From an optimization exercise on the open Yosys and OpenROAD flow, aimed at small area, a short achievable clock period and few clock cycles; shortcuts taken in it are not production practice. Only simulation tests tie the RTL to the original design; equivalence was not proved.

==> flow/design.v, too long to show whole: its modules and the start of the top module <==
// module keccak_round_constants_gen: 34 lines
// module keccak_round: 1758 lines
// module keccak_top: 87 lines
// module shake256_top: 147 lines
module shake256_top
(
  input                     clk_i,               
  input                     rst_ni,              
  input                     start_i,             
  input   [63:0]            din_i,               
  input                     din_valid_i,         
  input                     last_din_i,          
  input   [3:0]             last_din_byte_i,     
  input                     dout_ready_i,        
  output                    din_ready_o,         
  output  [63:0]            dout_o,              
  output                    dout_valid_o         
);
  // ...
==> flow/run.sh <==
#!/bin/bash
# synth_recipe.tcl (not shown) runs the flow's synth.tcl, then flattens the netlist and writes it again
# the make line also repeats each setting of config.mk as NAME=value (left out here)
make -C /OpenROAD-flow-scripts/flow DESIGN_CONFIG=/design/flow/config.mk WORK_HOME=/design/flow/orfs CLKGATE_MAP_FILE= SYNTH_SCRIPT=/design/flow/synth_recipe.tcl finish
==> flow/config.mk <==
export PLATFORM = sky130hd
export DESIGN_NAME = shake256_top
export DESIGN_NICKNAME = shake256_top
export VERILOG_FILES = /design/flow/design.v
export SDC_FILE = /design/flow/constraint.sdc
export NUM_CORES = 4
export LEC_CHECK = 0
export CAP_MARGIN = 40
export CORE_MARGIN = 2
export CORE_UTILIZATION = 30
export SLEW_MARGIN = 50
==> flow/constraint.sdc <==
create_clock -name core_clock -period 5.0 [get_ports {clk_i}]
set_input_delay 1.0000 -clock core_clock [delete_from_list [all_inputs] [get_ports {clk_i}]]
set_output_delay 1.0000 -clock core_clock [all_outputs]
set_load 0.01 [all_outputs]
==> out/qor.yml, run 1 <==
outcome:
  status: "timing/DRC/antenna clean"
critical_path:
  worst_path_max_delay_cell: "dfxtp_1"
  cpLargestDelayFamily: "XOR/XNOR gates"
  path_class: "register to register"
  rr_endpoint: "keccak_top.reg_data[555]"
  crit_cells: 8
  reg2reg_depth: 8
  start_kind: "register"
logic_synthesis:
  synth_top_area_share_pct: 31.0
  synth.avg_cell_area_sq_um: 8.71
  synth_fa_ha_area_share_pct: 0.0713
  synthTopCellsByCount: "4604 x nand2_1, 3137 x xnor2_1, 2715 x dfxtp_1"
  synth_edf_count: 0
  syn_nets: 20200
  netlist_area_sq_mm: 0.175
place:
  numPortBuffers: 139
  pre_cts_ws_ns: 0.770
  globalplace.congestion: 1.11
final_layout:
  final_area_sq_mm: 0.217
  final_cell_mix: "4602 x nand2_1, 2694 x dfxtp_1, 2235 x xnor2_1, 1649 x nor2_1, 1282 x xor2_1"
  post-route-util_pct: 37.3
  diodes: 68
  regMostFlops: "keccak_top.reg_data"
clock_network:
  cts.hold.buffers_added: 0
  numCtsBuffers: 353
  cts_sinks: 2715
global_route:
  grt_use_total_pct: 37.4
  antenna_found_initial: 107
  grt-busiest-layer: "met2"
hold_path:
  timing.hold.worst.start: "data_buf[684]"
  hold_end: "data_buf[748]"
  hp-class: "register to register"
routing:
  maxUsedRoutingLayer: "met5"
  routed_wl_mm: 1150
  antenna_left: 0
  met2_wirelength_mm: 444
  num_vias: 161000
sta:
  slew_violations: 0
  period_share_pct: 78.6
  worst_slew_pin_slew_ns: 0.904
Testbench counts, summed over its fixed seeds: cycles 14,484.
==> module keccak_round_constants_gen, before the edit <==
module keccak_round_constants_gen(
        input   [4:0]          round_number,
        output  reg [63:0]  round_constant_signal_out);
    always@(round_number)
    begin
        case(round_number)
            5'b00000 : round_constant_signal_out = 64'h0000_0000_0000_0001;
            5'b00001 : round_constant_signal_out = 64'h0000_0000_0000_8082;
            5'b00010 : round_constant_signal_out = 64'h8000_0000_0000_808A;
            5'b00011 : round_constant_signal_out = 64'h8000_0000_8000_8000;
            5'b00100 : round_constant_signal_out = 64'h0000_0000_0000_808B;
            5'b00101 : round_constant_signal_out = 64'h0000_0000_8000_0001;
            5'b00110 : round_constant_signal_out = 64'h8000_0000_8000_8081;
            5'b00111 : round_constant_signal_out = 64'h8000_0000_0000_8009;
            5'b01000 : round_constant_signal_out = 64'h0000_0000_0000_008A;
            5'b01001 : round_constant_signal_out = 64'h0000_0000_0000_0088;
            5'b01010 : round_constant_signal_out = 64'h0000_0000_8000_8009;
            5'b01011 : round_constant_signal_out = 64'h0000_0000_8000_000A;
            5'b01100 : round_constant_signal_out = 64'h0000_0000_8000_808B;
            5'b01101 : round_constant_signal_out = 64'h8000_0000_0000_008B;
            5'b01110 : round_constant_signal_out = 64'h8000_0000_0000_8089;
            5'b01111 : round_constant_signal_out = 64'h8000_0000_0000_8003;
            5'b10000 : round_constant_signal_out = 64'h8000_0000_0000_8002;
            5'b10001 : round_constant_signal_out = 64'h8000_0000_0000_0080;
            5'b10010 : round_constant_signal_out = 64'h0000_0000_0000_800A;
            5'b10011 : round_constant_signal_out = 64'h8000_0000_8000_000A;
            5'b10100 : round_constant_signal_out = 64'h8000_0000_8000_8081;
            5'b10101 : round_constant_signal_out = 64'h8000_0000_0000_8080;
            5'b10110 : round_constant_signal_out = 64'h0000_0000_8000_0001;
            5'b10111 : round_constant_signal_out = 64'h8000_0000_8000_8008;
            default : round_constant_signal_out = 0;
        endcase
    end
endmodule
==> module keccak_top, before the edit <==
module keccak_top 
#(
    parameter N = 64,
    parameter IN_BUF_SIZE = 200,
    parameter OUT_BUF_SIZE = 200
)
(
    input                             Clock,        
    input                             Reset,        
    input                             Start,        
    input   [200*8-1:0]               Din,          
    input                             Req_more,     
    output  reg                       Ready,        
    output  [200*8-1:0]               Dout
                );        
reg  [4:0]       counter_nr_rounds;
wire [N-1:0]    Round_constant_signal;
wire [1599:0]   state_in;
wire [1599:0]   state_out;
reg  [1599:0]    reg_data;
wire [1599:0]   swap_data_in, swap_data_out;
wire [1599:0]  Round_in, Round_out;
genvar i;
generate
    for (i=0; i < 25; i=i+1)
    begin: swap_input
      assign swap_data_in[64*(i+1) -1:64*i] =   {   
                                                    Din[64*(i)+08-1:64*(i)+00], Din[64*(i)+16-1:64*(i)+08],
                                                    Din[64*(i)+24-1:64*(i)+16], Din[64*(i)+32-1:64*(i)+24],
                                                    Din[64*(i)+40-1:64*(i)+32], Din[64*(i)+48-1:64*(i)+40],
                                                    Din[64*(i)+56-1:64*(i)+48], Din[64*(i)+64-1:64*(i)+56]
                                                };
    end
endgenerate
assign state_in  = reg_data;
assign Round_in  = state_in;
keccak_round 
keccak_round_i
    (
    .Round_in               (Round_in),
    .Round_constant_signal  (Round_constant_signal),
    .Round_out              (Round_out)
    );
keccak_round_constants_gen 
keccak_round_constants_gen_i
    (
    .round_number(counter_nr_rounds),
    .round_constant_signal_out(Round_constant_signal)
    );
assign state_out = Round_out;
genvar j;
generate
    for (j=0; j < 25; j=j+1)
    begin: swap_output
      assign swap_data_out[64*(j+1)-1:64*j] =   {   
                                                    reg_data[64*(j)+08-1:64*(j)+00], reg_data[64*(j)+16-1:64*(j)+08],
                                                    reg_data[64*(j)+24-1:64*(j)+16], reg_data[64*(j)+32-1:64*(j)+24],
                                                    reg_data[64*(j)+40-1:64*(j)+32], reg_data[64*(j)+48-1:64*(j)+40],
                                                    reg_data[64*(j)+56-1:64*(j)+48], reg_data[64*(j)+64-1:64*(j)+56]
                                                };
    end
endgenerate
assign Dout = swap_data_out;
always @ (posedge Clock) begin
    if(Reset) begin
        reg_data        <= 0;
    end else if(Start) begin
        reg_data        <= swap_data_in;
    end else if(~Ready) begin
        reg_data        <= state_out;
    end
end
always @ (posedge Clock) begin
    if(Reset) begin
        counter_nr_rounds       <= 0;
        Ready                   <= 1;
    end else if((Start | Req_more) & Ready) begin
        counter_nr_rounds       <= 0;
        Ready                   <= 0;
    end else if(counter_nr_rounds == 23) begin
        counter_nr_rounds       <= 0;
        Ready                   <= 1;
    end else if(~Ready) begin
        counter_nr_rounds       <= counter_nr_rounds + 1;
    end
end
endmodule
==> module shake256_top, before the edit <==
module shake256_top
(
  input                     clk_i,               
  input                     rst_ni,              
  input                     start_i,             
  input   [63:0]            din_i,               
  input                     din_valid_i,         
  input                     last_din_i,          
  input   [3:0]             last_din_byte_i,     
  input                     dout_ready_i,        
  output                    din_ready_o,         
  output  [63:0]            dout_o,              
  output                    dout_valid_o         
);
localparam  DELIMITER = 8'h1F;  
localparam  S_IDLE      = 3'd0;
localparam  S_ABSORB    = 3'd1;
localparam  S_FULL      = 3'd2;
localparam  S_APPEND    = 3'd3;
localparam  S_LAST_FULL = 3'd4;
localparam  S_SQUEEZE   = 3'd5;
reg     [2:0]   state, nstate;   
reg             last_data;
reg             first_append;
reg     [3:0]   last_din_byte;
wire            buf_overflow;      
wire    [63:0]  sampled_din;       
reg     [63:0]  last_sampled_din;  
wire            buf_en;            
reg     [7:0]   byte_cnt;          
wire    [7:0]   byte_cnt_next;     
reg             dout_buf_available;  
wire            last_dout_buf;       
reg     [4:0]   dout_buf_cnt;        
reg     [1087:0]  data_buf;    
wire                keccak_start;
wire                keccak_squeeze;
wire                keccak_ready;
wire    [1599:0]    keccak_state_in;
wire    [1599:0]    keccak_state_out;
always @(posedge clk_i)
if(!rst_ni)
  data_buf <= 'h0;
else if(keccak_squeeze)
  data_buf <= keccak_state_out[1599-:1088];
else if(buf_en)
  data_buf <= {data_buf, sampled_din};
assign buf_en = din_ready_o & din_valid_i & (last_din_i? last_din_byte_i!=0 : 1'b1) | state==S_APPEND | dout_valid_o & dout_ready_i;
assign sampled_din = (din_ready_o & din_valid_i & last_din_i)? last_sampled_din :
                     state==S_APPEND? ((first_append & last_din_byte[2:0]==3'b000)? {DELIMITER, 56'd0} : 64'd0) :
                     state==S_SQUEEZE? 64'd0 :
                     din_i;
always @(*)
begin
  case(last_din_byte_i)
    1: last_sampled_din = {din_i[63-:1*8], DELIMITER, {6*8{1'b0}}};
    2: last_sampled_din = {din_i[63-:2*8], DELIMITER, {5*8{1'b0}}};
    3: last_sampled_din = {din_i[63-:3*8], DELIMITER, {4*8{1'b0}}};
    4: last_sampled_din = {din_i[63-:4*8], DELIMITER, {3*8{1'b0}}};
    5: last_sampled_din = {din_i[63-:5*8], DELIMITER, {2*8{1'b0}}};
    6: last_sampled_din = {din_i[63-:6*8], DELIMITER, {1*8{1'b0}}};
    7: last_sampled_din = {din_i[63-:7*8], DELIMITER             };
    default: last_sampled_din = din_i;
  endcase
end
always @(posedge clk_i)
if(!rst_ni)
  byte_cnt <= 0;
else if(start_i | buf_overflow)
  byte_cnt <= 0;
else if(buf_en)
  byte_cnt <= byte_cnt_next;
assign byte_cnt_next = (state!=S_SQUEEZE & din_valid_i & last_din_i & last_din_byte_i==0)? byte_cnt : byte_cnt + 8;
assign buf_overflow  = buf_en & byte_cnt_next==136;
always @(posedge clk_i)
if(!rst_ni)
  dout_buf_available <= 0;
else if(start_i)
  dout_buf_available <= 0;
else if(keccak_squeeze)
  dout_buf_available <= 1;
else if(last_dout_buf & dout_ready_i)
  dout_buf_available <= 0;
assign last_dout_buf = buf_overflow;
always @(posedge clk_i)
if(!rst_ni)
  state <= S_IDLE;
else if(start_i)
  state <= S_ABSORB;
else
  state <= nstate;
always @(*)
begin
  nstate = state;
  case(state)
    S_IDLE      : if(start_i)
                    nstate = S_ABSORB;
    S_ABSORB    : if(din_valid_i & last_din_i & last_din_byte_i!=8 & last_din_byte_i!=0 & byte_cnt==(136-8))
                    nstate = S_LAST_FULL;
                  else if(buf_overflow)
                    nstate = S_FULL;
                  else if(din_valid_i & last_din_i)
                    nstate = S_APPEND;
    S_FULL      : if(keccak_ready)
                    nstate = (last_data | last_din_i & din_valid_i)? S_APPEND : S_ABSORB;
    S_APPEND    : if(buf_overflow)
                    nstate = S_LAST_FULL;
    S_LAST_FULL : if(keccak_ready)
                    nstate = S_SQUEEZE;
    S_SQUEEZE   : if(start_i)
                    nstate = S_ABSORB;
    default     : nstate = S_IDLE;
  endcase
end
always @(posedge clk_i)
if(!rst_ni) begin
  last_data     <= 0;
  first_append  <= 0;
  last_din_byte <= 0;
end
else if(start_i) begin
  last_data     <= 0;
  first_append  <= 0;
  last_din_byte <= 0;
end
else if(last_din_i & din_ready_o) begin
  last_data     <= 1;
  first_append  <= 1;
  last_din_byte <= last_din_byte_i;
end
else if (first_append & state==S_APPEND)
  first_append <= 0;
assign din_ready_o = state==S_ABSORB | state==S_FULL & keccak_ready & ~last_data;
assign keccak_start     = (state==S_FULL | state==S_LAST_FULL) & keccak_ready;
assign keccak_squeeze   = state==S_SQUEEZE & keccak_ready & (~dout_buf_available | last_dout_buf & dout_ready_i);
assign keccak_state_in  = {keccak_state_out[1599-:1088]^ {data_buf[1087:8], data_buf[7]^(state==S_LAST_FULL), data_buf[6:0]}, keccak_state_out[1599-1088:0]};
assign dout_o       = data_buf[1087 -:64];
assign dout_valid_o = dout_buf_available;
keccak_top keccak_top (
    .Clock    (clk_i            ),       
    .Reset    (~rst_ni | start_i),       
    .Start    (keccak_start     ),       
    .Din      (keccak_state_in  ),       
    .Req_more (keccak_squeeze   ),       
    .Ready    (keccak_ready     ),       
    .Dout     (keccak_state_out ));      
endmodule 
==> run 2, diff against run 1 <==
==> flow/design.v (replaced) <==
module keccak_round_constants_gen (
  input      [4:0] round_i,
  output reg [6:0] rc_o
);
always @(*) begin
  case (round_i)
    5'd0:  rc_o = 7'b0000001;
    5'd1:  rc_o = 7'b0011010;
    5'd2:  rc_o = 7'b1011110;
    5'd3:  rc_o = 7'b1110000;
    5'd4:  rc_o = 7'b0011111;
    5'd5:  rc_o = 7'b0100001;
    5'd6:  rc_o = 7'b1111001;
    5'd7:  rc_o = 7'b1010101;
    5'd8:  rc_o = 7'b0001110;
    5'd9:  rc_o = 7'b0001100;
    5'd10: rc_o = 7'b0110101;
    5'd11: rc_o = 7'b0100110;
    5'd12: rc_o = 7'b0111111;
    5'd13: rc_o = 7'b1001111;
    5'd14: rc_o = 7'b1011101;
    5'd15: rc_o = 7'b1010011;
    5'd16: rc_o = 7'b1010010;
    5'd17: rc_o = 7'b1001000;
    5'd18: rc_o = 7'b0010110;
    5'd19: rc_o = 7'b1100110;
    5'd20: rc_o = 7'b1111001;
    5'd21: rc_o = 7'b1011000;
    5'd22: rc_o = 7'b0100001;
    5'd23: rc_o = 7'b1110100;
    default: rc_o = 7'b0000000;
  endcase
end
endmodule
module keccak_xor2 (
  input  [63:0] a, b,
  output [63:0] o
);
assign o = a ^ b;
endmodule
module keccak_xnor2 (
  input  [63:0] a, b,
  output [63:0] o
);
assign o = ~(a ^ b);
endmodule
module keccak_nand2 (
  input  [63:0] a, b,
  output [63:0] o
);
assign o = ~(a & b);
endmodule
module keccak_nor2 (
  input  [63:0] a, b,
  output [63:0] o
);
assign o = ~(a | b);
endmodule
module keccak_orn2 (
  input  [63:0] a, b,
  output [63:0] o
);
assign o = a | ~b;
endmodule
module keccak_round (
  input  [1599:0] s_i,
  input  [6:0]    rc_i,
  output [1599:0] s_o
);
wire [63:0] c0_01;
wire [63:0] c0_23;
wire [63:0] c0_234;
wire [63:0] c0;
wire [63:0] c1_01;
wire [63:0] c1_23;
wire [63:0] c1_234;
wire [63:0] c1;
wire [63:0] c2_01;
wire [63:0] c2_23;
wire [63:0] c2_234;
wire [63:0] c2;
wire [63:0] c3_01;
wire [63:0] c3_23;
wire [63:0] c3_234;
wire [63:0] c3;
wire [63:0] c4_01;
wire [63:0] c4_23;
wire [63:0] c4_234;
wire [63:0] c4;
wire [63:0] d0;
wire [63:0] d1;
wire [63:0] d2;
wire [63:0] d3;
wire [63:0] d4;
wire [63:0] e0;
wire [63:0] e5;
wire [63:0] e10;
wire [63:0] e15;
wire [63:0] e20;
wire [63:0] e1;
wire [63:0] e6;
wire [63:0] e11;
wire [63:0] e16;
wire [63:0] e21;
wire [63:0] e2;
wire [63:0] e7;
wire [63:0] e12;
wire [63:0] e17;
wire [63:0] e22;
wire [63:0] e3;
wire [63:0] e8;
wire [63:0] e13;
wire [63:0] e18;
wire [63:0] e23;
wire [63:0] e4;
wire [63:0] e9;
wire [63:0] e14;
wire [63:0] e19;
wire [63:0] e24;
wire [63:0] t0;
wire [63:0] o0;
wire [63:0] t1;
wire [63:0] t2;
wire [63:0] t3;
wire [63:0] t4;
wire [63:0] t5;
wire [63:0] t6;
wire [63:0] t7;
wire [63:0] t8;
wire [63:0] t9;
wire [63:0] t10;
wire [63:0] t11;
wire [63:0] t12;
wire [63:0] t13;
wire [63:0] t14;
wire [63:0] t15;
wire [63:0] t16;
wire [63:0] t17;
wire [63:0] t18;
wire [63:0] t19;
wire [63:0] t20;
wire [63:0] t21;
wire [63:0] t22;
wire [63:0] t23;
wire [63:0] t24;
keccak_xor2 u1 (.a(s_i[63:0]), .b(s_i[383:320]), .o(c0_01));
keccak_xor2 u2 (.a(s_i[703:640]), .b(s_i[1023:960]), .o(c0_23));
keccak_xor2 u3 (.a(c0_23), .b(s_i[1343:1280]), .o(c0_234));
keccak_xor2 u4 (.a(c0_01), .b(c0_234), .o(c0));
keccak_xor2 u5 (.a(s_i[127:64]), .b(s_i[447:384]), .o(c1_01));
keccak_xor2 u6 (.a(s_i[767:704]), .b(s_i[1087:1024]), .o(c1_23));
keccak_xor2 u7 (.a(c1_23), .b(s_i[1407:1344]), .o(c1_234));
keccak_xor2 u8 (.a(c1_01), .b(c1_234), .o(c1));
keccak_xor2 u9 (.a(s_i[191:128]), .b(s_i[511:448]), .o(c2_01));
keccak_xor2 u10 (.a(s_i[831:768]), .b(s_i[1151:1088]), .o(c2_23));
keccak_xor2 u11 (.a(c2_23), .b(s_i[1471:1408]), .o(c2_234));
keccak_xor2 u12 (.a(c2_01), .b(c2_234), .o(c2));
keccak_xor2 u13 (.a(s_i[255:192]), .b(s_i[575:512]), .o(c3_01));
keccak_xor2 u14 (.a(s_i[895:832]), .b(s_i[1215:1152]), .o(c3_23));
keccak_xor2 u15 (.a(c3_23), .b(s_i[1535:1472]), .o(c3_234));
keccak_xor2 u16 (.a(c3_01), .b(c3_234), .o(c3));
keccak_xor2 u17 (.a(s_i[319:256]), .b(s_i[639:576]), .o(c4_01));
keccak_xor2 u18 (.a(s_i[959:896]), .b(s_i[1279:1216]), .o(c4_23));
keccak_xor2 u19 (.a(c4_23), .b(s_i[1599:1536]), .o(c4_234));
keccak_xor2 u20 (.a(c4_01), .b(c4_234), .o(c4));
keccak_xor2 u21 (.a(c4), .b({c1[62:0], c1[63:63]}), .o(d0));
keccak_xor2 u22 (.a(c0), .b({c2[62:0], c2[63:63]}), .o(d1));
keccak_xor2 u23 (.a(c1), .b({c3[62:0], c3[63:63]}), .o(d2));
keccak_xor2 u24 (.a(c2), .b({c4[62:0], c4[63:63]}), .o(d3));
keccak_xor2 u25 (.a(c3), .b({c0[62:0], c0[63:63]}), .o(d4));
keccak_xor2 u26 (.a(s_i[63:0]), .b(d0), .o(e0));
keccak_xnor2 u27 (.a(s_i[383:320]), .b(d0), .o(e5));
keccak_xor2 u28 (.a(s_i[703:640]), .b(d0), .o(e10));
keccak_xnor2 u29 (.a(s_i[1023:960]), .b(d0), .o(e15));
keccak_xnor2 u30 (.a(s_i[1343:1280]), .b(d0), .o(e20));
keccak_xor2 u31 (.a(s_i[127:64]), .b(d1), .o(e1));
keccak_xnor2 u32 (.a(s_i[447:384]), .b(d1), .o(e6));
keccak_xor2 u33 (.a(s_i[767:704]), .b(d1), .o(e11));
keccak_xnor2 u34 (.a(s_i[1087:1024]), .b(d1), .o(e16));
keccak_xnor2 u35 (.a(s_i[1407:1344]), .b(d1), .o(e21));
keccak_xor2 u36 (.a(s_i[191:128]), .b(d2), .o(e2));
keccak_xnor2 u37 (.a(s_i[511:448]), .b(d2), .o(e7));
keccak_xor2 u38 (.a(s_i[831:768]), .b(d2), .o(e12));
keccak_xor2 u39 (.a(s_i[1151:1088]), .b(d2), .o(e17));
keccak_xnor2 u40 (.a(s_i[1471:1408]), .b(d2), .o(e22));
keccak_xnor2 u41 (.a(s_i[255:192]), .b(d3), .o(e3));
keccak_xor2 u42 (.a(s_i[575:512]), .b(d3), .o(e8));
keccak_xnor2 u43 (.a(s_i[895:832]), .b(d3), .o(e13));
keccak_xnor2 u44 (.a(s_i[1215:1152]), .b(d3), .o(e18));
keccak_xor2 u45 (.a(s_i[1535:1472]), .b(d3), .o(e23));
keccak_xor2 u46 (.a(s_i[319:256]), .b(d4), .o(e4));
keccak_xnor2 u47 (.a(s_i[639:576]), .b(d4), .o(e9));
keccak_xor2 u48 (.a(s_i[959:896]), .b(d4), .o(e14));
keccak_xor2 u49 (.a(s_i[1279:1216]), .b(d4), .o(e19));
keccak_xnor2 u50 (.a(s_i[1599:1536]), .b(d4), .o(e24));
keccak_nand2 u51 (.a({e6[19:0], e6[63:20]}), .b({e12[20:0], e12[63:21]}), .o(t0));
keccak_xnor2 u52 (.a(e0), .b(t0), .o(o0));
keccak_nor2 u53 (.a({e12[20:0], e12[63:21]}), .b({e18[42:0], e18[63:43]}), .o(t1));
keccak_xnor2 u54 (.a({e6[19:0], e6[63:20]}), .b(t1), .o(s_o[127:64]));
keccak_nand2 u55 (.a({e18[42:0], e18[63:43]}), .b({e24[49:0], e24[63:50]}), .o(t2));
keccak_xnor2 u56 (.a({e12[20:0], e12[63:21]}), .b(t2), .o(s_o[191:128]));
keccak_orn2 u57 (.a({e24[49:0], e24[63:50]}), .b(e0), .o(t3));
keccak_xor2 u58 (.a({e18[42:0], e18[63:43]}), .b(t3), .o(s_o[255:192]));
keccak_nor2 u59 (.a(e0), .b({e6[19:0], e6[63:20]}), .o(t4));
keccak_xor2 u60 (.a({e24[49:0], e24[63:50]}), .b(t4), .o(s_o[319:256]));
keccak_nand2 u61 (.a({e9[43:0], e9[63:44]}), .b({e10[60:0], e10[63:61]}), .o(t5));
keccak_xnor2 u62 (.a({e3[35:0], e3[63:36]}), .b(t5), .o(s_o[383:320]));
keccak_nor2 u63 (.a({e10[60:0], e10[63:61]}), .b({e16[18:0], e16[63:19]}), .o(t6));
keccak_xnor2 u64 (.a({e9[43:0], e9[63:44]}), .b(t6), .o(s_o[447:384]));
keccak_nand2 u65 (.a({e16[18:0], e16[63:19]}), .b({e22[2:0], e22[63:3]}), .o(t7));
keccak_xnor2 u66 (.a({e10[60:0], e10[63:61]}), .b(t7), .o(s_o[511:448]));
keccak_orn2 u67 (.a({e22[2:0], e22[63:3]}), .b({e3[35:0], e3[63:36]}), .o(t8));
keccak_xor2 u68 (.a({e16[18:0], e16[63:19]}), .b(t8), .o(s_o[575:512]));
keccak_nor2 u69 (.a({e3[35:0], e3[63:36]}), .b({e9[43:0], e9[63:44]}), .o(t9));
keccak_xor2 u70 (.a({e22[2:0], e22[63:3]}), .b(t9), .o(s_o[639:576]));
keccak_nand2 u71 (.a({e7[57:0], e7[63:58]}), .b({e13[38:0], e13[63:39]}), .o(t10));
keccak_xnor2 u72 (.a({e1[62:0], e1[63:63]}), .b(t10), .o(s_o[703:640]));
keccak_nor2 u73 (.a({e13[38:0], e13[63:39]}), .b({e19[55:0], e19[63:56]}), .o(t11));
keccak_xnor2 u74 (.a({e7[57:0], e7[63:58]}), .b(t11), .o(s_o[767:704]));
keccak_nand2 u75 (.a({e19[55:0], e19[63:56]}), .b({e20[45:0], e20[63:46]}), .o(t12));
keccak_xnor2 u76 (.a({e13[38:0], e13[63:39]}), .b(t12), .o(s_o[831:768]));
keccak_orn2 u77 (.a({e20[45:0], e20[63:46]}), .b({e1[62:0], e1[63:63]}), .o(t13));
keccak_xor2 u78 (.a({e19[55:0], e19[63:56]}), .b(t13), .o(s_o[895:832]));
keccak_nor2 u79 (.a({e1[62:0], e1[63:63]}), .b({e7[57:0], e7[63:58]}), .o(t14));
keccak_xor2 u80 (.a({e20[45:0], e20[63:46]}), .b(t14), .o(s_o[959:896]));
keccak_nand2 u81 (.a({e5[27:0], e5[63:28]}), .b({e11[53:0], e11[63:54]}), .o(t15));
keccak_xnor2 u82 (.a({e4[36:0], e4[63:37]}), .b(t15), .o(s_o[1023:960]));
keccak_nor2 u83 (.a({e11[53:0], e11[63:54]}), .b({e17[48:0], e17[63:49]}), .o(t16));
keccak_xnor2 u84 (.a({e5[27:0], e5[63:28]}), .b(t16), .o(s_o[1087:1024]));
keccak_nand2 u85 (.a({e17[48:0], e17[63:49]}), .b({e23[7:0], e23[63:8]}), .o(t17));
keccak_xnor2 u86 (.a({e11[53:0], e11[63:54]}), .b(t17), .o(s_o[1151:1088]));
keccak_orn2 u87 (.a({e23[7:0], e23[63:8]}), .b({e4[36:0], e4[63:37]}), .o(t18));
keccak_xor2 u88 (.a({e17[48:0], e17[63:49]}), .b(t18), .o(s_o[1215:1152]));
keccak_nor2 u89 (.a({e4[36:0], e4[63:37]}), .b({e5[27:0], e5[63:28]}), .o(t19));
keccak_xor2 u90 (.a({e23[7:0], e23[63:8]}), .b(t19), .o(s_o[1279:1216]));
keccak_nand2 u91 (.a({e8[8:0], e8[63:9]}), .b({e14[24:0], e14[63:25]}), .o(t20));
keccak_xnor2 u92 (.a({e2[1:0], e2[63:2]}), .b(t20), .o(s_o[1343:1280]));
keccak_nor2 u93 (.a({e14[24:0], e14[63:25]}), .b({e15[22:0], e15[63:23]}), .o(t21));
keccak_xnor2 u94 (.a({e8[8:0], e8[63:9]}), .b(t21), .o(s_o[1407:1344]));
keccak_nand2 u95 (.a({e15[22:0], e15[63:23]}), .b({e21[61:0], e21[63:62]}), .o(t22));
keccak_xnor2 u96 (.a({e14[24:0], e14[63:25]}), .b(t22), .o(s_o[1471:1408]));
keccak_orn2 u97 (.a({e21[61:0], e21[63:62]}), .b({e2[1:0], e2[63:2]}), .o(t23));
keccak_xor2 u98 (.a({e15[22:0], e15[63:23]}), .b(t23), .o(s_o[1535:1472]));
keccak_nor2 u99 (.a({e2[1:0], e2[63:2]}), .b({e8[8:0], e8[63:9]}), .o(t24));
keccak_xor2 u100 (.a({e21[61:0], e21[63:62]}), .b(t24), .o(s_o[1599:1536]));
assign s_o[63:0] = o0 ^ {rc_i[6], 31'd0, rc_i[5], 15'd0, rc_i[4], 7'd0,
                         rc_i[3], 3'd0, rc_i[2], 1'b0, rc_i[1], rc_i[0]};
endmodule
module keccak_rbit (
  input      clk,
  input      perm,
  input      r,
  input      p,
  output reg q
);
always @(posedge clk)
  q <= ~(perm ? r : p);
endmodule
module keccak_cbit (
  input      clk,
  input      clr,
  input      perm,
  input      r,
  output reg q
);
always @(posedge clk)
  if (clr)
    q <= 1'b0;
  else if (perm)
    q <= r;
endmodule
module keccak_top (
  input             clk_i,
  input             clr_i,      
  input             perm_i,     
  input             mask_i,     
  input             inv0_i,     
  input      [63:0] w_i,        
  input      [6:0]  rc_i,       
  output     [63:0] lane1_o,    
  output     [63:0] rnd0_o      
);
wire [1599:0] st;
wire [1599:0] rnd;
keccak_round u_round (.s_i(st), .rc_i(rc_i), .s_o(rnd));
wire [63:0] lane0   = mask_i ? {64{inv0_i}} : st[63:0];
wire [63:0] lane_in = ~(lane0 ^ w_i);
wire [1087:0] prev  = {lane_in, st[1087:64]};
genvar i;
generate
  for (i = 0; i < 1088; i = i + 1) begin : g_r
    keccak_rbit u_b (.clk(clk_i), .perm(perm_i), .r(rnd[i]), .p(prev[i]), .q(st[i]));
  end
  for (i = 1088; i < 1600; i = i + 1) begin : g_c
    keccak_cbit u_b (.clk(clk_i), .clr(clr_i), .perm(perm_i), .r(rnd[i]), .q(st[i]));
  end
endgenerate
assign lane1_o = st[127:64];
assign rnd0_o  = rnd[63:0];
endmodule
module shake256_top
(
  input                     clk_i,
  input                     rst_ni,
  input                     start_i,
  input   [63:0]            din_i,
  input                     din_valid_i,
  input                     last_din_i,
  input   [3:0]             last_din_byte_i,
  input                     dout_ready_i,
  output                    din_ready_o,
  output  [63:0]            dout_o,
  output                    dout_valid_o
);
localparam [1:0] S_IDLE    = 2'd0,
                 S_ABSORB  = 2'd1,
                 S_PERM    = 2'd2,
                 S_SQUEEZE = 2'd3;
reg  [1:0]  state;
reg  [4:0]  phase;    
reg  [4:0]  cnt;      
reg  [4:0]  rnd;      
reg  [4:0]  oidx;     
reg         fin;      
reg         pend1f;   
reg         fresh;    
reg         rdy;      
reg         ovalid;   
reg  [63:0] oreg;     
wire        ph16  = (phase == 5'd16);
wire        beat  = rdy & din_valid_i;
wire        take  = ovalid & dout_ready_i;
wire        padc  = (state == S_ABSORB) & fin;
wire        perm  = (state == S_PERM);
wire        last_round = perm & (rnd == 5'd23);
reg  [63:0] mw;
integer k;
always @(*) begin
  mw = 64'd0;
  if (beat) begin
    for (k = 0; k < 8; k = k + 1) begin
      if (!last_din_i || k < last_din_byte_i)
        mw[63-8*k -: 8] = din_i[63-8*k -: 8];
      else if (k == last_din_byte_i)
        mw[63-8*k -: 8] = 8'h1F;
    end
  end else if (padc & pend1f) begin
    mw[63:56] = 8'h1F;
  end
  if (ph16 & (beat & last_din_i & (last_din_byte_i != 4'd8) | padc))
    mw[7] = mw[7] ^ 1'b1;
end
wire [63:0] lw;
genvar g;
generate
  for (g = 0; g < 8; g = g + 1) begin : g_sw
    assign lw[8*g +: 8] = mw[63-8*g -: 8];
  end
endgenerate
wire [6:0]  rc;
wire [63:0] lane1;
wire [63:0] rnd0;
keccak_round_constants_gen u_rc (.round_i(rnd), .rc_o(rc));
keccak_top u_keccak (
  .clk_i   (clk_i),
  .clr_i   (start_i),
  .perm_i  (perm),
  .mask_i  (fresh),
  .inv0_i  (~phase[0]),
  .w_i     (lw),
  .rc_i    (rc),
  .lane1_o (lane1),
  .rnd0_o  (rnd0)
);
wire        inv1  = ~phase[0] & ~ph16;
wire [63:0] word1 = lane1 ^ {64{inv1}};
wire        ofree = ~ovalid | take;
wire        oload = (state == S_SQUEEZE) & ofree & (oidx != 5'd17) &
                    (ph16 ? (oidx == 5'd0) : (phase + 5'd1 == oidx));
reg  [1:0]  state_n;
reg  [4:0]  phase_n, cnt_n, rnd_n, oidx_n;
reg         fin_n, pend1f_n, fresh_n;
always @(*) begin
  state_n  = state;
  phase_n  = perm ? 5'd0 : (ph16 ? 5'd0 : phase + 5'd1);
  cnt_n    = cnt;
  rnd_n    = rnd;
  oidx_n   = oidx;
  fin_n    = fin;
  pend1f_n = pend1f;
  fresh_n  = fresh & ~ph16;
  case (state)
    S_ABSORB: begin
      if (beat) begin
        cnt_n = cnt + 5'd1;
        if (last_din_i) begin
          fin_n    = 1'b1;
          pend1f_n = (last_din_byte_i == 4'd8);
        end
      end
      if (padc)
        pend1f_n = 1'b0;
      if (ph16 & (beat & (cnt == 5'd16) | padc)) begin
        state_n = S_PERM;
        cnt_n   = 5'd0;
        fresh_n = 1'b0;
      end
    end
    S_PERM: begin
      rnd_n = rnd + 5'd1;
      if (last_round) begin
        rnd_n   = 5'd0;
        state_n = (fin & ~pend1f) ? S_SQUEEZE : S_ABSORB;
        oidx_n  = (fin & ~pend1f & ofree) ? 5'd1 : 5'd0;
      end
    end
    S_SQUEEZE: begin
      if (oload)
        oidx_n = oidx + 5'd1;
      if (ph16 & (oidx == 5'd17)) begin
        state_n = S_PERM;
        oidx_n  = 5'd0;
      end
    end
    default: state_n = S_IDLE;
  endcase
end
always @(posedge clk_i) begin
  if (!rst_ni) begin
    state  <= S_IDLE;
    phase  <= 5'd0;
    cnt    <= 5'd0;
    rnd    <= 5'd0;
    oidx   <= 5'd0;
    fin    <= 1'b0;
    pend1f <= 1'b0;
    fresh  <= 1'b0;
    rdy    <= 1'b0;
    ovalid <= 1'b0;
  end else if (start_i) begin
    state  <= S_ABSORB;
    phase  <= 5'd0;
    cnt    <= 5'd0;
    rnd    <= 5'd0;
    oidx   <= 5'd0;
    fin    <= 1'b0;
    pend1f <= 1'b0;
    fresh  <= 1'b1;
    rdy    <= 1'b1;
    ovalid <= 1'b0;
  end else begin
    state  <= state_n;
    phase  <= phase_n;
    cnt    <= cnt_n;
    rnd    <= rnd_n;
    oidx   <= oidx_n;
    fin    <= fin_n;
    pend1f <= pend1f_n;
    fresh  <= fresh_n;
    rdy    <= (state_n == S_ABSORB) & ~fin_n & (phase_n == cnt_n);
    if (last_round & fin & ~pend1f & ofree)
      ovalid <= 1'b1;
    else if (oload)
      ovalid <= 1'b1;
    else if (take)
      ovalid <= 1'b0;
  end
end
always @(posedge clk_i) begin
  if (last_round & ofree)
    oreg <= rnd0;
  else if (oload)
    oreg <= word1;
end
generate
  for (g = 0; g < 8; g = g + 1) begin : g_out
    assign dout_o[63-8*g -: 8] = oreg[8*g +: 8];
  end
endgenerate
assign din_ready_o  = rdy;
assign dout_valid_o = ovalid;
endmodule
--- a/flow/config.mk
+++ b/flow/config.mk
@@ -4,8 +4,9 @@
 export VERILOG_FILES = /design/flow/design.v
 export SDC_FILE = /design/flow/constraint.sdc
 export NUM_CORES = 4
 export LEC_CHECK = 0
 export CAP_MARGIN = 40
 export CORE_MARGIN = 2
 export CORE_UTILIZATION = 30
 export SLEW_MARGIN = 50
+export SYNTH_HIERARCHICAL = 1
==> out/qor.yml, run 2 <==
critical_path:
  reg2reg_depth: 9  # +1
  path_class: "register to register"
  worstPathArrival_ns: 4.64
  start_kind: "register"
  crit_path_frequent_cell: "xor2_1"
  worst_path_max_delay_cell: "xnor2_1"
  cp-endpoint: "u_keccak.g_r[996].u_b.q"
  crit_required_ns: 5.81
  rr_startpoint: "u_keccak.g_c[1113].u_b.q"
  reg2reg_setup_slack_ns: 1.17
  crit_cells: 9  # +1
  rr_endpoint: "u_keccak.g_r[996].u_b.q"
  worstSetupStartpoint: "u_keccak.g_c[1113].u_b.q"
  cp_max_fo: 5
  cp_slowest_stage_delay_ns: 0.80
  path_cells: "xor2_1, xor2_1, xor2_1, xor2_2, xor2_2, buf_4, nand2_1, xnor2_1, mux2i_1"
  cpLargestDelayFamily: "XOR/XNOR gates"
  crit_buf_inv: 1
  cp-end-kind: "register"
sta:
  layout_setup_ws_ns: 1.17
  fin_crit_ns: 3.83
  finalSetupTns_ns: 0
  setup_viol: 0
  timing.slew.headroom_pct: 34.6
  hold_slack_ns: 0.430
  period_share_pct: 76.6  # -2.1 points
  clock_skew_ns: 0.0694
  worst_slew_pin_slew_ns: 0.974  # +0.0707 ns
  slew_violations: 0  # unchanged
  finalHoldViolations: 0
  rsz0062_at_grt: "no"
  max_clock_freq_mhz: 261
logic_synthesis:
  netlist_instances: 10900
  netlist_area_sq_mm: 0.106  # -39%
  ys_seq_area_share_pct: 32.4
  synthTopCellsByArea: "dfxtp_1 31%, xor2_1 25%, mux2i_1 16%, xnor2_1 15%, nor2_1 4.2%"
  synth.avg_cell_area_sq_um: 9.73  # +12%
  synthTopCellsByCount: "3087 x xor2_1, 1866 x xnor2_1, 1669 x mux2i_1"
  syn_nets: 11000  # -45%
  yosys.cell_types.count: 70
  async_reset_ff_share_pct: 0
  synth_edf_count: 64  # +64
  ys.flop_type: "dfxtp_1"
  synth_warnings: 10
  synth_top_area_share_pct: 30.6  # -0.39 points
  yosysTopAreaCell: "dfxtp_1"
  ys_seq_elements: 1691
  yosysMostFrequentCell: "xor2_1"
final_layout:
  nFillCells: 35500
  largest_register_ffs: 1088
  final_area_sq_mm: 0.138  # -37%
  areaGrowthSynthToFinish_pct: 29.4
  mostFrequentLayoutCell: "xor2_1"
  regMostFlops: "u_keccak.g_r.u_b.q"
  regArea_sq_mm: 0.0345
  multi_input_area_sq_mm: 0.0823
  drive_gt1_share_pct: 18.0
  nets: 12000
  final_cell_mix: "2467 x xor2_1, 1669 x mux2i_1, 1621 x dfxtp_1, 1412 x xnor2_1, 1181 x nor2_1"
  final_cells: 16900
global_route:
  grt_first_pass_wirelength_mm: 913
  grt_pass1_vias: 78900
  grt_overflow: 0
  grt_use_total_pct: 40.2  # +2.8 points
  grt_max_degree: 99
  antenna_found_initial: 61  # -43%
clock_network:
  cts_setup_buffers: 0
  numCtsBuffers: 220  # -38%
  htreeDepth: 4
  clk_pin_slew_ns: 0.07
  clock_latency_ns: 1.01
  cts_sinks: 1691  # -38%
  cts.hold.buffers_added: 0  # unchanged
  root_buffer: "clkbuf_16"
  ctsLongestPathBuffers: 4
  cts_tree: "built"
  cts_resized: 0
run:
  drv_cap: 0
routing:
  antenna_left: 0  # unchanged
  num_vias: 86100  # -47%
  drt_iter0_drc: 11200
  drcViolationCount: 0
  vias_per_cell: 5.09
  routed_wl_mm: 739  # -36%
  drtPass1Iterations: 6
  post_drt_wl_per_cell_um: 43.7
place:
  numPortBuffers: 139  # unchanged
  hpwl_mm: 646
  place_inst: 16400
  pre_cts_ws_ns: 1.38  # +0.608 ns
  dpl_cell_area_sq_mm: 0.129
  globalplace.congestion: 1.10  # -0.42%
die:
  io_pins: 140
  core_sq_mm: 0.353
  die-area_sq_mm: 0.360
  die_height_um: 600
  initial_core_util_pct: 30.2
  rows: 218
  die_w_um: 600
outcome:
  status: "timing/DRC/antenna clean"
hold_path:
  timing.hold.worst.start: "start_i"
  hp-class: "primary input to register"
## run 2: per-module statistics from Yosys (local to each module, per instance), a selection
module	flops+latches	cells
keccak_cbit	1	3
keccak_round	0	7
keccak_xor2	0	64
keccak_xnor2	0	64
keccak_top	0	206
keccak_round_constants_gen	0	55
keccak_rbit	1	2
keccak_nand2	0	64
keccak_orn2	0	64
keccak_nor2	0	64
## run 2: per-layer routing
metal,wire length [um],track usage [%],vias to the layer above,share of wire (%)
met4,70700,31.8,16,9.6
met1,303000,51.6,44100,41
met5,414,0,-,0.056
met2,293000,55.7,4095,40
li1,-,-,36800,-
met3,71900,11.8,1069,9.7
## run 2: metrics by stage
stage,utilization [%]
global route,39.0
detailed placement,36.7
CTS,38.8
floorplan,-
finish,39.0
global placement,34.4
## run 2: kinds of logic (layout without fill, tap and decap cells)
logic type | Yosys count | in the layout | synth area share [%]
xor+xnor | 4954 | 4954 | 40.8
simple gates | 2323 | 2323 | 9.22
flops | 1691 | 1691 | 32.4
mux | 1671 | 1671 | 15.7
compound gates | 162 | 162 | 0.955
buf+inv | 121 | 1279 | 0.772
fa+ha+maj | 15 | 15 | 0.176
other cells | 0 | 68 | 0
## run 2: final cells by class
class                   instances  share of cell area, %
multi-input cells            9125                   59.7
inverters                      12                 0.0536
repair buffers                865                   5.42
well taps                    4730                   4.30
diodes                         68                  0.124
clock buffers                 320                   4.64
flip-flops and latches       1691                   25.0
clock inverters                82                  0.712
## run 2: worst min path at each step
stage                     slack [ns]  cells after the start                  endpoint
after floorplan                 0.46                      1   u_keccak.g_r[100].u_b.q
after global placement          0.47                      1   u_keccak.g_r[522].u_b.q
after global routing            0.43                      2  u_keccak.g_c[1590].u_b.q
after CTS                       0.39                      2  u_keccak.g_c[1227].u_b.q
final                           0.43                      2  u_keccak.g_c[1590].u_b.q
after detailed placement        0.48                      1   u_keccak.g_r[835].u_b.q
## run 2: worst register-to-register path: stages (launching register included)
cell and delay [ns]:
dfxtp_1 0.54, xor2_1 0.21, xor2_1 0.20, xor2_1 0.52, xor2_2 0.59, xor2_2 0.20
buf_4 0.28, nand2_1 0.14, xnor2_1 0.80, mux2i_1 0.17
Testbench counts of run 2, summed over its fixed seeds: cycles 15,844.
==> run 3, diff against run 2 <==
--- a/flow/design.v
+++ b/flow/design.v
@@ -264,10 +264,7 @@
   output reg q
 );
 always @(posedge clk)
-  if (clr)
-    q <= 1'b0;
-  else if (perm)
-    q <= r;
+  q <= perm ? r : (q & ~clr);
 endmodule
 module keccak_top (
   input             clk_i,
@@ -327,28 +324,26 @@
 reg         rdy;      
 reg         ovalid;   
 reg  [63:0] oreg;     
+reg         clr;      
 wire        ph16  = (phase == 5'd16);
 wire        beat  = rdy & din_valid_i;
 wire        take  = ovalid & dout_ready_i;
 wire        padc  = (state == S_ABSORB) & fin;
 wire        perm  = (state == S_PERM);
 wire        last_round = perm & (rnd == 5'd23);
+wire        b80 = ph16 & (beat & last_din_i & (last_din_byte_i != 4'd8) | padc);
+reg  [7:0]  sel, d1f;
 reg  [63:0] mw;
 integer k;
 always @(*) begin
-  mw = 64'd0;
-  if (beat) begin
-    for (k = 0; k < 8; k = k + 1) begin
-      if (!last_din_i || k < last_din_byte_i)
-        mw[63-8*k -: 8] = din_i[63-8*k -: 8];
-      else if (k == last_din_byte_i)
-        mw[63-8*k -: 8] = 8'h1F;
-    end
-  end else if (padc & pend1f) begin
-    mw[63:56] = 8'h1F;
+  for (k = 0; k < 8; k = k + 1) begin
+    sel[k] = beat & (~last_din_i | (last_din_byte_i > k));
+    d1f[k] = beat & last_din_i & (last_din_byte_i == k);
   end
-  if (ph16 & (beat & last_din_i & (last_din_byte_i != 4'd8) | padc))
-    mw[7] = mw[7] ^ 1'b1;
+  d1f[0] = d1f[0] | (padc & pend1f);
+  for (k = 0; k < 8; k = k + 1)
+    mw[63-8*k -: 8] = (din_i[63-8*k -: 8] & {8{sel[k]}}) | (8'h1F & {8{d1f[k]}});
+  mw[7] = mw[7] ^ b80;
 end
 wire [63:0] lw;
 genvar g;
@@ -363,7 +358,7 @@
 keccak_round_constants_gen u_rc (.round_i(rnd), .rc_o(rc));
 keccak_top u_keccak (
   .clk_i   (clk_i),
-  .clr_i   (start_i),
+  .clr_i   (clr),
   .perm_i  (perm),
   .mask_i  (fresh),
   .inv0_i  (~phase[0]),
@@ -466,6 +461,8 @@
       ovalid <= 1'b0;
   end
 end
+always @(posedge clk_i)
+  clr <= start_i;
 always @(posedge clk_i) begin
   if (last_round & ofree)
     oreg <= rnd0;
--- a/flow/config.mk
+++ b/flow/config.mk
@@ -7,6 +7,7 @@
 export LEC_CHECK = 0
 export CAP_MARGIN = 40
 export CORE_MARGIN = 2
-export CORE_UTILIZATION = 30
+export CORE_UTILIZATION = 50
+export SETUP_SLACK_MARGIN = 1.5
 export SLEW_MARGIN = 50
 export SYNTH_HIERARCHICAL = 1
==> out/qor.yml, run 3 <==
logic_synthesis:
  yosysTopAreaCell: "dfxtp_1"
  synth_top_area_share_pct: 29.9  # -0.73 points
  synth_warnings: 10  # unchanged
  synth.avg_cell_area_sq_um: 9.50  # -2.4%
  syn_nets: 11600  # +5.0%
  async_reset_ff_share_pct: 0  # unchanged
  yosysMostFrequentCell: "xor2_1"
  synth_xor_area_share_pct: 39.8  # -1.0 points
  ys.flop_type: "dfxtp_1"
  synth_edf_count: 64  # unchanged
  ys_seq_area_share_pct: 31.6  # -0.77 points
  netlist_instances: 11500  # +5.0%
  synthSimpleGateAreaFrac_pct: 11.9  # +2.7 points
  yosys.cell_types.count: 63  # -10%
  synthTopCellsByCount: "3087 x xor2_1, 1866 x xnor2_1, 1628 x dfxtp_1"
  synthTopCellsByArea: "dfxtp_1 30%, xor2_1 25%, xnor2_1 15%, mux2i_1 11%, nand2b_1 4.8%"
  synth_top_family_by_area: "XOR/XNOR gates"
  synth_compound_area_share_pct: 5.13  # +4.2 points
  ys_seq_elements: 1692  # +0.059%
  synth_mux_area_share_pct: 10.7  # -5.1 points
  netlist_area_sq_mm: 0.109  # +2.5%
  synth_fa_ha_area_share_pct: 0.172  # -0.0043 points
global_route:
  grt_pass1_vias: 89100  # +13%
  grtUsageMet3_pct: 36.1  # +24 points
  grt_overflow: 0  # unchanged
  grt-busiest-layer: "met2"
  grt_max_degree: 149  # +51%
  antenna_found_initial: 60  # -1.6%
  grt_first_pass_wirelength_mm: 858  # -6.1%
  met2_usage_pct: 76.4  # +21 points
  grt_use_total_pct: 59.0  # +19 points
  grtUsageMet1_pct: 62.3  # +11 points
final_layout:
  mostFrequentLayoutCell: "xor2_1"
  nFillCells: 17700  # -50%
  post-route-util_pct: 62.8  # +24 points
  drive_gt1_share_pct: 20.1  # +2.0 points
  nets: 12300  # +2.3%
  final_cell_mix: "2380 x xor2_1, 1621 x dfxtp_1, 1430 x xnor2_1, 1254 x nand2_1, 1156 x mux2i_1"
  areaGrowthSynthToFinish_pct: 24.9
  largest_register_ffs: 1088  # unchanged
  regMostFlops: "u_keccak.g_r.u_b.q"
  multi_input_area_sq_mm: 0.0856  # +4.1%
  final_area_sq_mm: 0.136  # -1.1%
  regArea_sq_mm: 0.0345  # about the same
sta:
  fin_crit_ns: 3.73  # -0.0973 ns
  max_clock_freq_mhz: 268  # +2.6%
  slew_violations: 0  # unchanged
  clock_skew_ns: 0.0428  # -0.0266 ns
  period_share_pct: 74.6  # -1.9 points
  rsz0062_at_grt: "yes"
  layout_setup_ws_ns: 1.27  # +0.0973 ns
  timing.slew.headroom_pct: 38.3  # +3.7 points
  setup_viol: 0  # unchanged
  worst_slew_pin_slew_ns: 0.925  # -0.0495 ns
  finalHoldViolations: 0  # unchanged
critical_path:
  crit_path_frequent_cell: "xor2_1"
  cp-end-kind: "register"
  cpLargestDelayFamily: "XOR/XNOR gates"
  path_cells: "xor2_1, xor2_1, xor2_2, xor2_1, nand2b_1, xor2_1, nand2_1, o21ai_2"
  rr_startpoint: "u_keccak.g_c[1499].u_b.q"
  cp_slowest_stage_delay_ns: 0.68  # -0.12 ns
  reg2reg_depth: 8  # -1
  cp_max_fo: 5  # unchanged
  start_kind: "register"
  worst_path_max_delay_cell: "dfxtp_1"
  crit_cells: 8  # -1
  crit_required_ns: 5.81  # about the same
  path_class: "register to register"
  worstPathArrival_ns: 4.54  # -0.10 ns
  worstSetupStartpoint: "u_keccak.g_c[1499].u_b.q"
  crit_buf_inv: 0  # -1
routing:
  num_vias: 95700  # +11%
  vias_per_cell: 6.27  # +23%
  post_drt_wl_per_cell_um: 44.2  # +0.97%
  drcViolationCount: 0  # unchanged
  drt_iter0_drc: 15500  # +38%
  drtPass1Iterations: 6  # unchanged
  antenna_left: 0  # unchanged
  routed_wl_mm: 674  # -8.7%
hold_path:
  hold_depth: 1  # -1
  hp-class: "register to register"
  timing.hold.worst.start: "u_keccak.g_r[301].u_b.q"
place:
  globalplace.congestion: 1.24  # +13%
  dpl_cell_area_sq_mm: 0.127  # -1.8%
  hpwl_mm: 572  # -11%
  numPortBuffers: 139  # unchanged
  pre_cts_ws_ns: 0.735  # -0.643 ns
die:
  initial_core_util_pct: 50.3  # +20 points
  die-area_sq_mm: 0.222  # -38%
  die_height_um: 471  # -21%
  core_sq_mm: 0.217  # -39%
  rows: 171  # -22%
  io_pins: 140  # unchanged
  die_w_um: 471  # -21%
outcome:
  status: "timing/DRC/antenna clean"
clock_network:
  root_buffer: "clkbuf_16"
  cts.hold.buffers_added: 0  # unchanged
  clock_latency_ns: 0.90  # -0.11 ns
  cts_sinks: 1692  # +0.059%
  htreeDepth: 4  # unchanged
  ctsLongestPathBuffers: 3  # -1
  cts_tree: "built"
  numCtsBuffers: 201  # -8.6%
  clk_pin_slew_ns: 0.06  # about the same
run:
  drv_cap: 0  # unchanged
==> run 3: cell count changes after synthesis, moves of 11 or more <==
cell / previous run / this run
o21a_1: 37 / 18
clkbuf_1: 9 / 25
nand2b_1: 325 / 839
a21o_1: 0 / 11
a21oi_1: 13 / 33
nand2_1: 732 / 1255
o21ai_1: 37 / 66
o21ai_2: 1 / 512
nor2_1: 1186 / 683
o21ai_0: 42 / 10
mux2i_1: 1669 / 1158
==> run 3: layer usage <==
layer  vias to the layer above  part of all wire [%]  routed length [um]
met5                         -                  0.22                1470
met4                        26                    14               92700
met3                      2643                    17              114000
met2                      7887                    37              247000
met1                     47200                    33              219000
li1                      37900                     -                   -
==> run 3: what timing repair did <==
item / in CTS / in global routing
setup buffers: 3 / 4
hold endpoints to repair: 0 / 0
endpoints found under the setup margin: 44 / 41
pin swaps: 1 / 4
gates resized for setup: 19 / 39
==> run 3: cell type report <==
class	instances	area share, %
Clock buffer	318	4.50
Multi-Input combinational cell	9666	62.8
Clock inverter	50	0.342
Timing Repair Buffer	616	4.20
Sequential cell	1692	25.3
Antenna cell	63	0.116
Tap cell	2854	2.62
Inverter	13	0.0569
==> run 3: metrics by stage <==
step                      instances  hold WS [ns]  TNS (ns)
after floorplan               11500         0.458  -2657.03
after global placement        14800         0.466         0
after detailed placement      14800         0.474         0
after CTS                     15200         0.476         0
after global routing          15200         0.503         0
final                         15300         0.491         0
==> run 3: worst paths after layout <==
path | to | slack [ns]
hold reg to reg | u_keccak.g_r[237].u_b.q | 0.49
setup reg to reg | u_keccak.g_c[1206].u_b.q | 1.27
setup / recovery | u_keccak.g_c[1206].u_b.q | 1.27
hold / removal | u_keccak.g_r[237].u_b.q | 0.49
==> run 3: modules after synthesis, one instance, submodules excluded <==
module	flops+latches	cells	cell area [sq um]	copies in the design
keccak_orn2	0	64	400	5
shake256_top	92	595	5450	1
keccak_xnor2	0	64	561	28
keccak_top	0	206	1800	1
keccak_round_constants_gen	0	55	437	1
keccak_nor2	0	64	240	10
keccak_rbit	1	2	30.0	1088
keccak_round	0	7	61.3	1
keccak_xor2	0	64	561	47
keccak_nand2	0	64	240	10
keccak_cbit	1	4	38.8	512
==> run 3: cells by family after synthesis <==
group	Yosys count
AO/OA/AOI/OAI	687
adder cells (fa/ha/maj)	15
AND/OR/NAND/NOR	2850
multiplexers	1161
flip-flops	1692
buffers and inverters	129
XOR/XNOR	4953
Testbench counts of run 3, summed over its fixed seeds: cycles 15,844.
==> run 4, diff against run 3 <==
--- a/flow/config.mk
+++ b/flow/config.mk
@@ -8,6 +8,6 @@
 export CAP_MARGIN = 40
 export CORE_MARGIN = 2
 export CORE_UTILIZATION = 50
-export SETUP_SLACK_MARGIN = 1.5
+export SETUP_SLACK_MARGIN = 1.0
 export SLEW_MARGIN = 50
 export SYNTH_HIERARCHICAL = 1
==> out/qor.yml, run 4 <==
logic_synthesis:
  netlist_area_sq_mm: 0.109  # unchanged
  synth.avg_cell_area_sq_um: 9.50  # unchanged
  synth_warnings: 10  # unchanged
  synth_top_area_share_pct: 29.9  # unchanged
  synth_edf_count: 64  # unchanged
  yosys.cell_types.count: 63  # unchanged
  syn_nets: 11600  # unchanged
  netlist_instances: 11500  # unchanged
  synthTopCellsByArea: "dfxtp_1 30%, xor2_1 25%, xnor2_1 15%, mux2i_1 11%, nand2b_1 4.8%"
  synthTopCellsByCount: "3087 x xor2_1, 1866 x xnor2_1, 1628 x dfxtp_1"
  yosysTopAreaCell: "dfxtp_1"
  ys_seq_elements: 1692  # unchanged
  yosysMostFrequentCell: "xor2_1"
  ys.flop_type: "dfxtp_1"
  async_reset_ff_share_pct: 0  # unchanged
  ys_seq_area_share_pct: 31.6  # unchanged
routing:
  antenna_left: 0  # unchanged
  drtPass1Iterations: 9  # +3
  num_vias: 96600  # +0.93%
  drt_iter0_drc: 16000  # +3.5%
  drcViolationCount: 0  # unchanged
  routed_wl_mm: 675  # +0.10%
  post_drt_wl_per_cell_um: 44.2  # about the same
  vias_per_cell: 6.32  # +0.87%
global_route:
  grt_overflow: 0  # unchanged
  grt_pass1_vias: 89000  # -0.16%
  grt_first_pass_wirelength_mm: 858  # about the same
  grt_use_total_pct: 58.9  # about the same
  antenna_found_initial: 61  # +1.7%
  grt_max_degree: 149  # unchanged
critical_path:
  path_class: "register to register"
  cp_slowest_stage_delay_ns: 0.65  # -0.03 ns
  worstPathArrival_ns: 4.57  # +0.03 ns
  reg2reg_depth: 10  # +2
  crit_required_ns: 5.64  # -0.17 ns
  path_cells: "xor2_1, xor2_1, xor2_1, xor2_1, xor2_1, nand2_1, xnor2_1, xor2_1, nand2_1, o21ai_1"
  cp_max_fo: 5  # unchanged
  worst_path_max_delay_cell: "xor2_1"
  start_kind: "register"
  crit_path_frequent_cell: "xor2_1"
  cp-end-kind: "register"
clock_network:
  cts_setup_buffers: 0  # -3
  ctsLongestPathBuffers: 3  # unchanged
  cts.hold.buffers_added: 0  # unchanged
  root_buffer: "clkbuf_16"
  clk_pin_slew_ns: 0.06  # about the same
  clock_latency_ns: 0.91  # about the same
  numCtsBuffers: 201  # unchanged
  cts_tree: "built"
  cts_resized: 0  # -19
  htreeDepth: 4  # unchanged
  cts_sinks: 1692  # unchanged
sta:
  rsz0062_at_grt: "no"
  setup_viol: 0  # unchanged
  max_clock_freq_mhz: 254  # -5.1%
  timing.slew.headroom_pct: 37.0  # -1.3 points
  finalHoldViolations: 0  # unchanged
  worst_slew_pin_slew_ns: 0.944  # +0.0196 ns
  layout_setup_ws_ns: 1.07  # -0.200 ns
  fin_crit_ns: 3.93  # +0.200 ns
  clock_skew_ns: 0.0401  # -0.00267 ns
  period_share_pct: 78.6  # +4.0 points
  slew_violations: 0  # unchanged
final_layout:
  nFillCells: 17700  # +0.46%
  nets: 12300  # -0.073%
  final_cells: 15300  # +0.059%
  mostFrequentLayoutCell: "xor2_1"
  multi_input_area_sq_mm: 0.0851  # -0.58%
  final_cell_mix: "2412 x xor2_1, 1621 x dfxtp_1, 1438 x xnor2_1, 1254 x nand2_1, 1156 x mux2i_1"
  drive_gt1_share_pct: 19.7  # -0.37 points
  regMostFlops: "u_keccak.g_r.u_b.q"
  largest_register_ffs: 1088  # unchanged
  final_area_sq_mm: 0.136  # -0.43%
  areaGrowthSynthToFinish_pct: 24.4
  regArea_sq_mm: 0.0345  # unchanged
place:
  place_inst: 14800  # unchanged
  numPortBuffers: 139  # unchanged
  globalplace.congestion: 1.24  # unchanged
  dpl_cell_area_sq_mm: 0.127  # unchanged
  pre_cts_ws_ns: 0.735  # unchanged
  hpwl_mm: 572  # unchanged
die:
  io_pins: 140  # unchanged
  initial_core_util_pct: 50.3  # unchanged
  die_height_um: 471  # unchanged
  die_w_um: 471  # unchanged
  die-area_sq_mm: 0.222  # unchanged
  rows: 171  # unchanged
  core_sq_mm: 0.217  # unchanged
hold_path:
  hp-class: "register to register"
  hold_depth: 1  # unchanged
run:
  drv_cap: 0  # unchanged
outcome:
  status: "timing/DRC/antenna clean"
-- run 4: cell counts after synthesis --
No cell type changed its count.
-- run 4: cell families after synthesis --
kind of cell	after synthesis	synth area share (%)
xor+xnor	4953	39.8
buf+inv	129	0.750
fa+ha+maj	15	0.172
flops	1692	31.6
mux	1161	10.7
compound gates	687	5.13
simple gates	2850	11.9
-- run 4: Yosys stat by module (local to each module, per instance) --
module | flops+latches | copies in the design | area (sq um) | cells
keccak_orn2 | 0 | 5 | 400 | 64
keccak_nor2 | 0 | 10 | 240 | 64
keccak_nand2 | 0 | 10 | 240 | 64
keccak_xor2 | 0 | 47 | 561 | 64
shake256_top | 92 | 1 | 5450 | 595
keccak_rbit | 1 | 1088 | 30.0 | 2
keccak_xnor2 | 0 | 28 | 561 | 64
keccak_cbit | 1 | 512 | 38.8 | 4
keccak_round | 0 | 1 | 61.3 | 7
keccak_round_constants_gen | 0 | 1 | 437 | 55
keccak_top | 0 | 1 | 1800 | 206
-- run 4: worst paths after layout --
| kind | startpoint | endpoint | slack, ns |
|---|---|---|---|
| min reg2reg | u_keccak.g_r[1026].u_b.q | u_keccak.g_r[962].u_b.q | 0.48 |
| max reg2reg | u_keccak.g_r[740].u_b.q | oreg[15] | 1.07 |
| min | u_keccak.g_r[1026].u_b.q | u_keccak.g_r[962].u_b.q | 0.48 |
| max | u_keccak.g_r[740].u_b.q | oreg[15] | 1.07 |
-- run 4: final cells by class --
type / count / share of cell area [%]
clock inverter: 50 / 0.344
clock buffer: 318 / 4.52
multi-input combinational: 9666 / 62.7
inverter: 13 / 0.0572
antenna: 81 / 0.149
tap: 2854 / 2.63
timing repair buffer: 607 / 4.12
sequential: 1692 / 25.4
-- run 4: through the flow --
step	setup TNS (ns)	util (%)	hold slack (ns)
3_3_place_gp	0	54.7	0.466
5_1_grt	0	62.5	0.493
6_report	0	62.5	0.483
3_5_place_dp	0	58.6	0.474
2_1_floorplan	-2657.03	-	0.458
4_1_cts	0	61.7	0.476
-- run 4: worst max-delay path: cells and delay by family, from the launching register on --
kind,cells,cell delay [ns]
compound gates,1,0.25
xor+xnor,7,2.71
flops,1,0.47
simple gates,2,0.27
-- run 4: per-layer routing --
layer	track usage, %	part of all wire, %	up-vias
met5	1.60	0.12	-
met4	61.3	14	16
met3	34.8	17	2636
met2	76.9	37	8228
met1	63.3	33	47800
li1	-	-	37900

## re-timing with driven ports
The results above use ideal ports. As a check the final layouts listed here were re-extracted and re-timed, cells and wires unchanged.
Step 1: set_driving_cell puts a clkbuf_16 on clk_i and a buf_2 on each other input, an assumption about the parent block.
Step 2 adds t to the input delays and takes it off the output delays; t is the mean of the earliest and latest rising clock arrival at the registers after step 1. Input paths then give back, and output paths get back, about the clock's delay inside the block.
Slacks: ideal ports / drivers / drivers and shift; pairs: ideal ports / drivers.
| run | t, ns | slack for setup (ns) | hold WS [ns] | worst setup path at the end |
|---|---|---|---|---|
| run 1 | 1.168 | 1.069 / 0.974 / 0.714 | 0.453 / 0.453 / 0.453 | input to register |
| run 2 | 1.095 | 1.172 / 1.172 / 1.172 | 0.430 / 0.345 / 0.479 | register to register |
| run 3 | 0.989 | 1.270 / 1.270 / 0.577 | 0.491 / 0.491 / 0.491 | input to register |
| run 4 | 0.994 | 1.070 / 1.070 / 0.452 | 0.483 / 0.483 / 0.483 | input to register |
After both steps setup and hold are still met in every run listed. For run 3, which loses most, drivers alone change the setup slack by 0.000 ns; drivers and shift together by -0.693 ns.
